Background: an optimization exercise with open tools, aiming at small area, a short achievable clock period and few clock cycles per item. Do not read the settings as production practice.
Power and IR drop assume default switching activity.

==> flow/design.v <==
module gost89_sbox #(parameter integer I = 0) (
  input      [3:0] in,
  output     [3:0] out
);
  localparam [511:0] SBOX = 512'h4a92d80e6b1c7f53eb4c6dfa23810759581da342efc7609b7da1089fe46cb2536c715fd84a9e03b24ba0721d36859cfedb413f590ae7682c1fd057a4923e6b8c;
  localparam [63:0]  ROW  = SBOX[511-64*I -: 64];
  assign out = ROW[63 - 4*in -: 4];
endmodule
module gost89_round(
  input  [31:0] key,
  input  [31:0] n1,
  input  [31:0] n2,
  output [31:0] out1,
  output [31:0] out2
);
  wire [31:0] sum = n1 + key;
  wire [31:0] s;
  genvar i;
  generate
    for (i = 0; i < 8; i = i + 1) begin : g_sb
      gost89_sbox #(.I(i)) sb(.in(sum[4*i +: 4]), .out(s[4*i +: 4]));
    end
  endgenerate
  assign out1 = {s[20:0], s[31:21]} ^ n2;
  assign out2 = n1;
endmodule
module gost89_ofb_encrypt(
  input              clk,
  input              reset,
  input              load_data,
  input              load_IV,
  input      [255:0] key,
  input      [63:0]  in,
  input      [63:0]  IV,
  output     [63:0]  out,
  output reg         busy
);
  reg  [31:0] a, b;      
  reg  [31:0] rk;        
  reg  [4:0]  cnt;       
  function [2:0] kidx(input [4:0] r);
    kidx = r[2:0] ^ {3{r[4] & r[3]}};
  endfunction
  function [31:0] ksel(input [255:0] k, input [2:0] i);
    ksel = k[255 - 32*i -: 32];
  endfunction
  wire [31:0] ra, rb;
  gost89_round rnd(.key(rk), .n1(a), .n2(b), .out1(ra), .out2(rb));
  wire [4:0] cnt_inc = cnt + 5'd1;
  always @(posedge clk) begin
    if (load_data) begin
      busy <= 1'b1;
      if (load_IV) begin
        a <= IV[63:32];
        b <= IV[31:0];
      end else begin
        a <= b;
        b <= a;
      end
    end else if (reset) begin
      busy <= 1'b0;
    end else if (busy) begin
      a <= ra;
      b <= rb;
      if (cnt == 5'd31)
        busy <= 1'b0;
    end
    cnt <= load_data ? 5'd0 : cnt_inc;
    rk  <= load_data ? key[255:224] : ksel(key, kidx(cnt_inc));
  end
  assign out = {b, a} ^ in;
endmodule
clock: 10.0 ns
lec_check: 0
cap_margin: 20
core_margin: 2
core_utilization: 50
setup_slack_margin: 5
slew_margin: 20
standard.sh (not shown) runs the stock make flow with config.mk's settings and CLKGATE_MAP_FILE= SYNTH_SCRIPT=/design/flow/synth_recipe.tcl, a recipe that flattens the netlist after the stock synthesis.
==> flow/flow/run.sh <==
#!/bin/bash
# The standard ORFS layout (standard.sh) with two changes:
#  - the port buffers that buffer_ports puts on every input and output are the
#    smallest buffer (sky130_fd_sc_hd__buf_1) instead of ORFS's default choice;
#    the resizer may still upsize any of them where timing needs it;
#  - synthesis skips the extraction of full/half adder cells (extract_fa), so
#    ABC maps all of the combinational logic itself.
# Each tool's full output goes to standard.log (ORFS keeps per-step logs too).
export BUFFER_PORTS_ARGS="-buffer_cell sky130_fd_sc_hd__buf_1"
export ADDER_MAP_FILE=
bash standard.sh SETUP_SLACK_MARGIN=5.6 finish > standard.log 2>&1
The first run completed with no timing, DRC or antenna violations.
Then changed:
--- a/flow/design.v
+++ b/flow/design.v
@@ -45,28 +45,21 @@
     ksel = k[255 - 32*i -: 32];
   endfunction
   wire [31:0] ra, rb;
   gost89_round rnd(.key(rk), .n1(a), .n2(b), .out1(ra), .out2(rb));
   wire [4:0] cnt_inc = cnt + 5'd1;
+  wire        ld_iv = load_data & load_IV;
+  wire [31:0] fm    = load_data ? 32'd0 : (ra ^ b);
   always @(posedge clk) begin
-    if (load_data) begin
+    if (load_data || busy) begin
+      a <= ld_iv ? IV[63:32] : (b ^ fm);
+      b <= ld_iv ? IV[31:0]  : a;
+    end
+    if (load_data)
       busy <= 1'b1;
-      if (load_IV) begin
-        a <= IV[63:32];
-        b <= IV[31:0];
-      end else begin
-        a <= b;
-        b <= a;
-      end
-    end else if (reset) begin
+    else if (reset || cnt == 5'd31)
       busy <= 1'b0;
-    end else if (busy) begin
-      a <= ra;
-      b <= rb;
-      if (cnt == 5'd31)
-        busy <= 1'b0;
-    end
     cnt <= load_data ? 5'd0 : cnt_inc;
     rk  <= load_data ? key[255:224] : ksel(key, kidx(cnt_inc));
   end
   assign out = {b, a} ^ in;
 endmodule
The changed run produced a clean layout.
Cell area came out lower by about 3%.
Clock power came out higher by about 13%.
Power came out lower by about 4.5%.
Non-clock buffer count came out lower by 1.
Setup slack is about the same.
Count of clock-buffer cells in the layout came out lower by 3.
Via count came out higher by about 5%.
Hold slack degrades by 0.0095 ns.
Routed wire length came out lower by 2.5%.
Sequential share of layout area came out higher by 0.65 points.
Global-route usage came out lower by 0.13 points.
Register-to-register slack degrades by 0.16 ns.
No functional check of the RTL was part of any run of this note.

separate check: timing with driven ports:
The results above use ideal ports. As a check the final layouts listed here were re-extracted and re-timed, cells and wires unchanged.
Step 1: set_driving_cell puts a clkbuf_16 on clk and a buf_2 on each other input, an assumption about the parent block.
Step 2 also shifts input and output timing later by t, the mid clock arrival at the registers, as if the neighbouring blocks saw the same clock.
a / b / c = no drivers / after step 1 / after step 2; a / b = the first two.
run | t (ns) | slack for setup (ns) | hold WS [ns] | worst setup path after step 2 | worst data-port slew with drivers (ns)
the first run | 0.404 | 5.534 / 5.494 / 5.494 | 0.503 / 0.503 / 0.503 | input to output | 0.15
the second run | 0.403 | 5.536 / 5.483 / 5.388 | 0.493 / 0.493 / 0.493 | input to register | 0.12
After both steps setup and hold are still met in every run listed. The setup slack of the second run, which loses most, moves by -0.053 ns with the drivers and by -0.148 ns with both steps.
